From an optimization exercise on the open Yosys and OpenROAD flow, aimed at small area, a short achievable clock period and few clock cycles; shortcuts taken in it are not production practice. The RTL was checked by simulation tests, not by an equivalence proof against the original design.

// cordic
module cordic(i_clk, i_rst, i_en, o_vld, o_cosine, o_sine, i_theta);
Size in the first run: ~76 I/O pins, about 9400 sq um of cells after synthesis.
==> flow/config.mk <==
export PLATFORM = sky130hd
export DESIGN_NAME = cordic
export DESIGN_NICKNAME = cordic
export VERILOG_FILES = /design/flow/design.v
export SDC_FILE = /design/flow/constraint.sdc
export NUM_CORES = 4
export LEC_CHECK = 0
export ABC_AREA = 1
export CAP_MARGIN = 20
export CORE_MARGIN = 2
export CORE_UTILIZATION = 40
export SETUP_SLACK_MARGIN = 5
export SLEW_MARGIN = 20
==> flow/constraint.sdc <==
create_clock -name core_clock -period 10.0 [get_ports {i_clk}]
set_input_delay 2.0000 -clock core_clock [delete_from_list [all_inputs] [get_ports {i_clk}]]
set_output_delay 2.0000 -clock core_clock [all_outputs]
set_load 0.01 [all_outputs]
standard.sh (not shown) runs the stock make flow with config.mk's settings and CLKGATE_MAP_FILE= SYNTH_SCRIPT=/design/flow/synth_recipe.tcl, a recipe that flattens the netlist after the stock synthesis.
==> flow/flow/run.sh <==
#!/bin/bash
# The standard layout (the standard.sh), except that the port buffers
# buffer_ports inserts are buf_1 cells instead of the larger delay buffers it
# picks by default (every port still gets one), and repair_timing aims at a
# setup slack margin of 6.0 ns.
set -euo pipefail
export BUFFER_PORTS_ARGS="-buffer_cell sky130_fd_sc_hd__buf_1"
bash standard.sh SETUP_SLACK_MARGIN=6.0 finish > standard_flow.log 2>&1
Testbench counts at the start, summed over its fixed seeds: cycles 73,736.
Then changed:
==> flow/flow/run.sh (replaced) <==
#!/bin/bash
# The standard layout (the standard.sh), except that the port buffers
# buffer_ports inserts are buf_1 cells instead of the larger delay buffers it
# picks by default (every port still gets one), and repair_timing aims at a
# setup slack margin of 6.5 ns.
set -euo pipefail
export BUFFER_PORTS_ARGS="-buffer_cell sky130_fd_sc_hd__buf_1"
bash standard.sh SETUP_SLACK_MARGIN=6.5 finish > standard_flow.log 2>&1
--- a/flow/config.mk
+++ b/flow/config.mk
@@ -7,7 +7,8 @@
 export LEC_CHECK = 0
 export ABC_AREA = 1
-export CAP_MARGIN = 20
+export CAP_MARGIN = 5
 export CORE_MARGIN = 2
 export CORE_UTILIZATION = 40
 export SETUP_SLACK_MARGIN = 5
-export SLEW_MARGIN = 20
+export SLEW_MARGIN = 5
+export TNS_END_PERCENT = 0
=> Critical path depth rises by 3. Global-route usage rises by 0.12 points. Cell area rises by 5.8%. Via count rises by 2.6%. Utilization rises by 2.5 points. Register-to-register slack improves by 0.36 ns.
Then changed:
==> flow/flow/run.sh (replaced) <==
#!/bin/bash
# The standard layout (the standard.sh), except that the port buffers
# buffer_ports inserts are buf_1 cells instead of the larger delay buffers it
# picks by default (every port still gets one), and repair_timing aims at a
# setup slack margin of 6.65 ns.
set -euo pipefail
export BUFFER_PORTS_ARGS="-buffer_cell sky130_fd_sc_hd__buf_1"
bash standard.sh SETUP_SLACK_MARGIN=6.65 finish > standard_flow.log 2>&1
--- a/flow/config.mk
+++ b/flow/config.mk
@@ -7,8 +7,8 @@
 export LEC_CHECK = 0
 export ABC_AREA = 1
-export CAP_MARGIN = 5
+export CAP_MARGIN = 20
 export CORE_MARGIN = 2
 export CORE_UTILIZATION = 40
 export SETUP_SLACK_MARGIN = 5
-export SLEW_MARGIN = 5
+export SLEW_MARGIN = 20
 export TNS_END_PERCENT = 0
What happened:
- The new run finished with timing, DRC and antenna clean
- cell area goes up by 4.7%
- global-route usage increases by 0.32 points
- utilization is higher by 2.1 points
Then changed:
==> flow/run.sh (new file) <==
#!/bin/bash
# synth_recipe.tcl (not shown) runs the flow's synth.tcl, then flattens the netlist and writes it again
# the make line also repeats each setting of config.mk as NAME=value (left out here)
make -C /OpenROAD-flow-scripts/flow DESIGN_CONFIG=/design/flow/config.mk WORK_HOME=/design/flow/orfs CLKGATE_MAP_FILE= SYNTH_SCRIPT=/design/flow/synth_recipe.tcl finish
removed: flow/flow/run.sh
removed: flow/standard.sh
After rerunning: The changed run produced a clean layout. Area after synthesis is unchanged. Fmax falls by about 24%. Design area falls by 6.9%. Die area is unchanged. Setup slack degrades by 1.0 ns. Routed wire length falls by about 5%. Sequential cell count is unchanged. Global-route usage falls by 0.24 points. Register-to-register slack degrades by 1.0 ns.

---

== run 1 ==
cordic, a different RTL version from the one above (not shown whole).
Size in the first run: ~1,200 cells after synthesis, about 110 flip-flops, about 76 I/O pins, ~9900 sq um of cells after synthesis.
clock: 10.0 ns
lec_check: 0
cap_margin: 20
core_margin: 2
core_utilization: 40
setup_slack_margin: 5
slew_margin: 20
run.sh (not shown) runs the stock make flow with config.mk's settings and CLKGATE_MAP_FILE= SYNTH_SCRIPT=/design/flow/synth_recipe.tcl, a recipe that flattens the netlist after the stock synthesis.
Stock flow here: none of the scripts above is used.
Run 1: done, clean on timing, DRC and antenna
Testbench counts of run 1, summed over its fixed seeds: cycles 73,736.
#### Input delta (run 2 over run 1)
==> flow/flow/run.sh (new file) <==
#!/bin/bash
# The standard layout (the standard.sh), except that the port buffers
# buffer_ports inserts are buf_1 cells instead of the larger delay buffers it
# picks by default (every port still gets one), and repair_timing aims at a
# setup slack margin of 6.0 ns.
set -euo pipefail
export BUFFER_PORTS_ARGS="-buffer_cell sky130_fd_sc_hd__buf_1"
bash standard.sh SETUP_SLACK_MARGIN=6.0 finish > standard_flow.log 2>&1
==> flow/standard.sh (new file) <==
#!/bin/bash
# synth_recipe.tcl (not shown) runs the flow's synth.tcl, then flattens the netlist and writes it again
# the make line also repeats each setting of config.mk as NAME=value (left out here)
make -C /OpenROAD-flow-scripts/flow DESIGN_CONFIG=/design/flow/config.mk WORK_HOME=/design/flow/orfs CLKGATE_MAP_FILE= SYNTH_SCRIPT=/design/flow/synth_recipe.tcl "${@:-finish}"
--- a/flow/config.mk
+++ b/flow/config.mk
@@ -10 +10,2 @@
-export CORE_UTILIZATION = 40
+export CORE_UTILIZATION = 55
+export CTS_BUF_LIST = sky130_fd_sc_hd__clkbuf_4 sky130_fd_sc_hd__clkbuf_8
removed: flow/run.sh
### Flow results
- Result: PASS for each of run 2 and run 1
- Run 2 vs. run 1: final layout net count went up by about 3.4%.
- Diff run 1 -> run 2: final non-filler cell total lost 52; final hold slack did not really move.
- In run 2 the final critical path time including I/O delays and setup turned out 0.71 ns lower than in run 1.
- Comparing run 2 and run 1, the higher path length in cells of the critical path is on run 2.
The following lists how run 3 was set up differently from run 2:
--- a/flow/flow/run.sh
+++ b/flow/flow/run.sh
@@ -5 +5 @@
-# setup slack margin of 6.0 ns.
+# setup slack margin of 5.7 ns.
@@ -8 +8 @@
-bash standard.sh SETUP_SLACK_MARGIN=6.0 finish > standard_flow.log 2>&1
+bash standard.sh SETUP_SLACK_MARGIN=5.7 finish > standard_flow.log 2>&1
--- a/flow/config.mk
+++ b/flow/config.mk
@@ -10,2 +10 @@
-export CORE_UTILIZATION = 55
-export CTS_BUF_LIST = sky130_fd_sc_hd__clkbuf_4 sky130_fd_sc_hd__clkbuf_8
+export CORE_UTILIZATION = 40
Findings:
Compared to run 2, run 3 leaves more free space in the core.
Run 2 -> run 3: synthesized cell area delta 0, exact match
| worst hold slack | run 2 vs run 3 | ≈ equal |
In run 3, relative slew slack is lower than in run 2.
Diff run 2 -> run 3 | met2 wire length | decrease of about 1.7%
Diff run 2 -> run 3: non-clock buffer count decreased 32%, number of global-route vias before repair decreased 62.
#### Input delta (run 4 over run 3)
--- a/flow/flow/run.sh
+++ b/flow/flow/run.sh
@@ -5 +5 @@
-# setup slack margin of 5.7 ns.
+# setup slack margin of 5 ns.
@@ -8 +8 @@
-bash standard.sh SETUP_SLACK_MARGIN=5.7 finish > standard_flow.log 2>&1
+bash standard.sh SETUP_SLACK_MARGIN=5 finish > standard_flow.log 2>&1
### Flow results
- Run 3 ran to completion and came out clean on the timing, DRC and antenna checks.
- Run 4 went all the way through synthesis, placement and routing and the layout is clean on timing, DRC and antenna.
- Lower filler cell count in the final layout goes to run 3 over run 4.
- Between run 4 and run 3, the layout net count figures differ only marginally.
- Wire length on run 4 is ahead of run 3.
- As far as effective utilization at floorplan goes, run 4 and run 3 are indistinguishable; the numbers are identical.
- Data arrival time of the critical path: run 4 > run 3

==> afterwards: timing with drivers on the ports <==
How much do the figures lean on ideal ports? The routed layouts below were timed once more, with nothing changed but the port constraints. Step 1 (the two cells are an assumption about what drives the block):
set clk [get_ports {i_clk}]
set_driving_cell -lib_cell sky130_fd_sc_hd__clkbuf_16 $clk
set_driving_cell -lib_cell sky130_fd_sc_hd__buf_2 [delete_from_list [all_inputs] $clk]
Step 2 moves the port delays by t, midway between the first and last clock arrival at a register: inputs arrive t later, outputs are due t later. That takes back most of the time a late clock gives input paths. Slacks: no drivers / after step 1 / after step 2; pairs: no drivers / after step 1.
| run | t (ns) | slack for setup (ns) | worst slew at a driven data input, ns |
|---|---|---|---|
| the first run of note 1 | 0.396 | 6.288 / 6.288 / 5.915 | 0.03 |
| the second run of note 1 | 0.397 | 6.649 / 6.649 / 6.319 | 0.03 |
| the third run of note 1 | 0.400 | 6.719 / 6.719 / 6.353 | 0.03 |
| the fourth run of note 1 | 0.394 | 5.692 / 5.692 / 5.692 | 0.04 |
| run 1 | 0.411 | 5.334 / 5.334 / 5.334 | 0.04 |
| run 2 | 0.435 | 6.043 / 6.043 / 5.799 | 0.03 |
| run 3 | 0.407 | 5.829 / 5.829 / 5.628 | 0.04 |
| run 4 | 0.408 | 5.265 / 5.265 / 5.265 | 0.04 |
After both steps every run listed still meets setup and hold. For the first run of note 1, which loses most, drivers alone change the setup slack by 0.000 ns; drivers and shift together by -0.373 ns.
